Context: an optimization exercise on an open-source flow, tuned for small area, a short achievable clock period and few clock cycles per item. The choices shown serve that exercise and are no tape-out recipe. Where RTL was checked, it was by simulation tests only, not by an equivalence proof against the original.

== run E ==
Design bitcoin_miner, start of the top module:
module bitcoin_miner (
  input wire clk,
  input wire rst,
  input wire start,
  input wire [255:0] first_block_hash,
  input wire [127:0] second_block,
  input wire [255:0] target,
  input wire [31:0]  max_nonce,
  output reg running,
  output reg found,
  output reg [31:0] nonce
  );
==> flow/config.mk <==
export PLATFORM = sky130hd
export DESIGN_NAME = bitcoin_miner
export DESIGN_NICKNAME = bitcoin_miner
export VERILOG_FILES = /design/flow/design.v
export SDC_FILE = /design/flow/constraint.sdc
export NUM_CORES = 8
export LEC_CHECK = 0
export ABC_AREA = 1
export CAP_MARGIN = 20
export CORE_MARGIN = 2
export CORE_UTILIZATION = 40
export CTS_CLUSTER_DIAMETER = 80
export CTS_CLUSTER_SIZE = 24
export SETUP_SLACK_MARGIN = 4.5
export SLEW_MARGIN = 20
export SYNTH_HIERARCHICAL = 1
==> flow/constraint.sdc <==
create_clock -name core_clock -period 8.5 [get_ports {clk}]
set_input_delay 1.7000 -clock core_clock [delete_from_list [all_inputs] [get_ports {clk}]]
set_output_delay 1.7000 -clock core_clock [all_outputs]
set_load 0.01 [all_outputs]
standard.sh (not shown) runs the stock make flow with config.mk's settings and CLKGATE_MAP_FILE= SYNTH_SCRIPT=/design/flow/synth_recipe.tcl, a recipe that flattens the netlist after the stock synthesis.
==> flow/flow/run.sh <==
#!/bin/bash
# The standard layout, with the port buffers made of the smallest
# buffer cell instead of the flow's default delay buffer.
set -euo pipefail
bash standard.sh "BUFFER_PORTS_ARGS=-buffer_cell sky130_fd_sc_hd__buf_1" finish > standard.log 2>&1
Run E ran to completion and came out clean on the timing, design-rule and antenna checks.
Setup changes, run E to run D
diff --git a/flow/design.v b/flow/design.v
--- a/flow/design.v
+++ b/flow/design.v
@@ -178,36 +178,38 @@
   wire [31:0] s_e3, c_e3;
   csa32 u_e3  (.x(s_e2), .y(c_e2), .z(c_e1), .s(s_e3), .c(c_e3));
   wire [31:0] e_new;
   assign e_new = s_e3 + c_e3;
   wire [31:0] w1  = w[32*1  +: 32];
   wire [31:0] w9  = w[32*9  +: 32];
   wire [31:0] w14 = w[32*14 +: 32];
   wire [31:0] ss0 = {w1[6:0], w1[31:7]} ^ {w1[17:0], w1[31:18]} ^ {3'b000, w1[31:3]};
   wire [31:0] ss1 = {w14[16:0], w14[31:17]} ^ {w14[18:0], w14[31:19]} ^ {10'b0, w14[31:10]};
   wire [31:0] s_x1, c_x1, s_x2, c_x2, w_next;
   csa32 u_x1 (.x(w0), .y(w9), .z(ss1), .s(s_x1), .c(c_x1));
   csa32 u_x2 (.x(s_x1), .y(c_x1), .z(ss0), .s(s_x2), .c(c_x2));
-  assign w_next = s_x2 + c_x2;
+  wire ff_time = |sel_t;
+  wire [31:0] xsum = (ff_time ? op_a : s_x2) + (ff_time ? a : c_x2);
+  assign w_next = xsum;
   reg [31:0] t_hi, t_lo;
   integer k;
   always @* begin
     t_hi = 32'h0; t_lo = 32'h0;
     for (k = 0; k < 4; k = k + 1) begin
       t_hi = t_hi | ({32{sel_t[k]}} & word(target, k));
       t_lo = t_lo | ({32{sel_t[k]}} & word(target, 4 + k));
     end
   end
   wire [31:0] ff_a, ff_e;
-  assign ff_a = op_a + a;
+  assign ff_a = xsum;
   assign ff_e = op_e + e;
   wire [31:0] v_hi = bswap(ff_e);
   wire [31:0] v_lo = bswap(ff_a);
   wire hi_w_lt = v_hi < t_hi;
   wire hi_w_eq = v_hi == t_hi;
   wire lo_w_lt = v_lo < t_lo;
   wire lo_w_eq = v_lo == t_lo;
   wire first_w = sel_t[0];
   wire hi_lt_n = first_w ? hi_w_lt : (hi_lt | (hi_eq & hi_w_lt));
   wire hi_eq_n = first_w ? hi_w_eq : (hi_eq & hi_w_eq);
   wire lo_lt_n = first_w ? lo_w_lt : (lo_lt | (lo_eq & lo_w_lt));
   wire lo_eq_n = first_w ? lo_w_eq : (lo_eq & lo_w_eq);
@@ -216,26 +218,25 @@
     lo_lt <= lo_lt_n; lo_eq <= lo_eq_n;
   end
   wire hit = hi_lt | (hi_eq & (lo_lt | lo_eq));
   wire in_h1 = (phase == PH_H1);
   wire in_h2 = (phase == PH_H2);
   wire in_rf = (phase == PH_RF);
   wire r61 = (rnd == 7'd61);
   wire r63 = (rnd == 7'd63);
   wire r64 = (rnd == 7'd64);
   wire r65 = (rnd == 7'd65);
   wire [31:0] nonce_inc = nonce + {31'd0, in_h2};
   reg load_h1, load_iv, early_stop;
-  wire [7:0] top_byte = e[7:0] + 8'h19;
-  wire rej_now = top_byte > target[255:248];
+  wire rej_now = first_w & ~(hi_w_lt | hi_w_eq);
   always @(posedge clk) begin
     if (rst) begin
       load_h1 <= 1'b0;
       load_iv <= 1'b0;
       early_stop <= 1'b0;
     end else begin
       load_h1 <= (in_h2 & r61 & rej_now & ~last_nonce) | (in_rf & r61);
       load_iv <= in_h1 & r63;
       early_stop <= in_h2 & r61 & rej_now & last_nonce;
     end
   end
   wire full_end  = in_h2 & r65;                     
Taking run E as the reference point, the worst setup slack for register-to-register paths of run D falls by 0.36 ns. Comparing run E and run D, the higher global placer's final weighted congestion is on run E. Against run E, run D comes in 0.061 ns higher on slew of the pin with the lowest slew margin. Between run E and run D, clock skew is lower for run D, run E comes in above that. Run D vs run E, first-pass GRT wire length went up by 1700 um. Compared with run E, in run D instance count of the mapped netlist shows a reduction of 159; maximum frequency shrank by about 8%; total wire length after detailed routing climbed 7800 um; met1 wire length rose by 1.3%.
No run of this note included a check of the RTL's function; only the layout flow was run.

========
bitcoin_miner, a different RTL version from the one above (not shown whole).
Size: ~6,600 cells after synthesis.
==> flow/config.mk <==
export PLATFORM = sky130hd
export DESIGN_NAME = bitcoin_miner
export DESIGN_NICKNAME = bitcoin_miner
export VERILOG_FILES = /design/flow/design.v
export SDC_FILE = /design/flow/constraint.sdc
export NUM_CORES = 8
export LEC_CHECK = 0
export ABC_AREA = 1
export CAP_MARGIN = 20
export CORE_MARGIN = 2
export CORE_UTILIZATION = 40
export SETUP_SLACK_MARGIN = 4.0
export SLEW_MARGIN = 20
export SYNTH_HIERARCHICAL = 1
==> flow/constraint.sdc <==
create_clock -name core_clock -period 8.5 [get_ports {clk}]
set_input_delay 1.7000 -clock core_clock [delete_from_list [all_inputs] [get_ports {clk}]]
set_output_delay 1.7000 -clock core_clock [all_outputs]
set_load 0.01 [all_outputs]
Scripts as last shown in full above: flow/flow/run.sh
Testbench counts at the start, summed over its fixed seeds: cycles 242,107, nonces 1,887.
Rerun with:
--- a/flow/design.v
+++ b/flow/design.v
@@ -140,17 +140,19 @@
   localparam [1:0] PH_IDLE = 2'd0;
   localparam [1:0] PH_RF   = 2'd1;
   localparam [1:0] PH_H1   = 2'd2;
   localparam [1:0] PH_H2   = 2'd3;
   reg [1:0] phase;
   reg [6:0] rnd;
   reg [31:0] kreg;
   reg hi_eq, hi_lt, lo_eq, lo_lt, reject;
-  reg [3:0] sel_m, sel_v, sel_t;
+  reg [3:0] sel_t;
+  reg [31:0] op_a, op_e;
+  reg last_nonce;
   reg [31:0] a, b, c, d, e, f, g, h;
   reg [511:0] w;
   function [31:0] bswap;
     input [31:0] x;
     bswap = {x[7:0], x[15:8], x[23:16], x[31:24]};
   endfunction
   function [31:0] word;
     input [255:0] v;
@@ -180,32 +182,30 @@
   wire [31:0] w1  = w[32*1  +: 32];
   wire [31:0] w9  = w[32*9  +: 32];
   wire [31:0] w14 = w[32*14 +: 32];
   wire [31:0] ss0 = {w1[6:0], w1[31:7]} ^ {w1[17:0], w1[31:18]} ^ {3'b000, w1[31:3]};
   wire [31:0] ss1 = {w14[16:0], w14[31:17]} ^ {w14[18:0], w14[31:19]} ^ {10'b0, w14[31:10]};
   wire [31:0] s_x1, c_x1, s_x2, c_x2, w_next;
   csa32 u_x1 (.x(w0), .y(w9), .z(ss1), .s(s_x1), .c(c_x1));
   csa32 u_x2 (.x(s_x1), .y(c_x1), .z(ss0), .s(s_x2), .c(c_x2));
-  assign w_next = s_x2 + c_x2;
-  reg [31:0] op_a, op_e, t_hi, t_lo;
+  wire ff_time = |sel_t;
+  wire [31:0] xsum = (ff_time ? op_a : s_x2) + (ff_time ? a : c_x2);
+  assign w_next = xsum;
+  reg [31:0] t_hi, t_lo;
   integer k;
   always @* begin
-    op_a = 32'h0; op_e = 32'h0; t_hi = 32'h0; t_lo = 32'h0;
+    t_hi = 32'h0; t_lo = 32'h0;
     for (k = 0; k < 4; k = k + 1) begin
-      op_a = op_a | ({32{sel_m[k]}} & word(first_block_hash, 3 - k))
-                  | ({32{sel_v[k]}} & word(IV, 3 - k));
-      op_e = op_e | ({32{sel_m[k]}} & word(first_block_hash, 7 - k))
-                  | ({32{sel_v[k]}} & word(IV, 7 - k));
       t_hi = t_hi | ({32{sel_t[k]}} & word(target, k));
       t_lo = t_lo | ({32{sel_t[k]}} & word(target, 4 + k));
     end
   end
   wire [31:0] ff_a, ff_e;
-  assign ff_a = op_a + a;
+  assign ff_a = xsum;
   assign ff_e = op_e + e;
   wire [31:0] v_hi = bswap(ff_e);
   wire [31:0] v_lo = bswap(ff_a);
   wire hi_w_lt = v_hi < t_hi;
   wire hi_w_eq = v_hi == t_hi;
   wire lo_w_lt = v_lo < t_lo;
   wire lo_w_eq = v_lo == t_lo;
   wire first_w = sel_t[0];
@@ -220,17 +220,16 @@
   end
   wire hit = hi_lt | (hi_eq & (lo_lt | lo_eq));
   wire in_h1 = (phase == PH_H1);
   wire in_h2 = (phase == PH_H2);
   wire in_rf = (phase == PH_RF);
   wire r62 = (rnd == 7'd62);
   wire r64 = (rnd == 7'd64);
   wire r65 = (rnd == 7'd65);
-  wire last_nonce = (nonce == max_nonce);
   wire [31:0] nonce_inc = nonce + {31'd0, in_h2};
   wire early_end = in_h2 & r62 & reject;            
   wire full_end  = in_h2 & r65;                     
   wire load_h1   = (early_end & ~last_nonce) | (in_rf & r62);
   wire to_rf     = full_end & ~hit & ~last_nonce;
   wire stop      = (early_end & last_nonce) | (full_end & (hit | last_nonce));
   wire load_iv   = in_h1 & r64;
   wire start_ok  = (phase == PH_IDLE) & start;
@@ -240,24 +239,38 @@
     if (load_h1 | load_iv) rnd_nxt = 7'd0;
     else if (to_rf | start_ok) rnd_nxt = 7'd48;
     else rnd_nxt = rnd_inc;
   end
   wire [31:0] k_inc;
   sha256_k u_k (.idx(rnd_inc[5:0]), .k(k_inc));
   wire [1:0] phase_nxt_h = load_h1 ? PH_H1 : load_iv ? PH_H2 : phase;
   wire ff_nxt = (rnd_nxt >= 7'd61) & (rnd_nxt <= 7'd64);
+  reg [3:0] sel_nxt;
+  reg [31:0] op_a_nxt, op_e_nxt;
+  always @* begin
+    op_a_nxt = 32'h0; op_e_nxt = 32'h0;
+    for (k = 0; k < 4; k = k + 1) begin
+      sel_nxt[k] = ff_nxt & (rnd_nxt[1:0] == ((k + 1) & 3));
+      if (phase_nxt_h == PH_H1) begin
+        op_a_nxt = op_a_nxt | ({32{sel_nxt[k]}} & word(first_block_hash, 3 - k));
+        op_e_nxt = op_e_nxt | ({32{sel_nxt[k]}} & word(first_block_hash, 7 - k));
+      end else begin
+        op_a_nxt = op_a_nxt | ({32{sel_nxt[k]}} & word(IV, 3 - k));
+        op_e_nxt = op_e_nxt | ({32{sel_nxt[k]}} & word(IV, 7 - k));
+      end
+    end
+  end
   always @(posedge clk) begin
     rnd <= rnd_nxt;
     kreg <= (load_h1 | load_iv) ? 32'h428a2f98 : k_inc;
-    for (k = 0; k < 4; k = k + 1) begin
-      sel_t[k] <= ff_nxt & (rnd_nxt[1:0] == ((k + 1) & 3));
-      sel_m[k] <= ff_nxt & (rnd_nxt[1:0] == ((k + 1) & 3)) & (phase_nxt_h == PH_H1);
-      sel_v[k] <= ff_nxt & (rnd_nxt[1:0] == ((k + 1) & 3)) & (phase_nxt_h == PH_H2);
-    end
+    sel_t <= sel_nxt;
+    op_a <= op_a_nxt;
+    op_e <= op_e_nxt;
+    last_nonce <= (nonce == max_nonce);
   end
   always @(posedge clk) begin
     if (rst) begin
       phase <= PH_IDLE;
       running <= 1'b0;
       found <= 1'b0;
     end else begin
       if (start_ok) begin
Result:
- fmax goes down by a few percent
- final cell count goes down slightly
- area after synthesis rises slightly
- count of clock-buffer cells in the layout is higher by 4
- worst setup slack is worse by 140 ps
- via count climbs slightly
- cell area hardly moves
- global-route usage grows by 1.2 points
The RTL of the second run of this note was laid out without a check of its function.

==> separate check: timing with driven ports <==
Ports are ideal in the flow. The routed layouts listed here were re-timed in OpenROAD.
Step 1 sets driving cells, clkbuf_16 on the clock port and buf_2 on the other inputs (assumed; they add their load-dependent delay and slew).
Step 2 adds t to the input delays and takes it off the output delays; t is the mean of the earliest and latest rising clock arrival at the registers after step 1. Input paths then give back, and output paths get back, about the clock's delay inside the block.
a / b / c = ideal ports / drivers / drivers and shift; a / b = the first two.
run	shift t [ns]	setup slack, ns	worst register clock-pin slew, ns
run E	0.782	4.353 / 4.353 / 4.082	0.10 / 0.10
run D	0.839	3.996 / 3.996 / 3.996	0.10 / 0.10
the first run of note 2	0.838	3.904 / 3.932 / 3.119	0.07 / 0.07
the second run of note 2	0.847	3.766 / 3.766 / 3.735	0.08 / 0.08
After both steps every run listed still meets setup and hold. For the first run of note 2, which loses most, drivers alone change the setup slack by +0.028 ns; drivers and shift together by -0.785 ns.
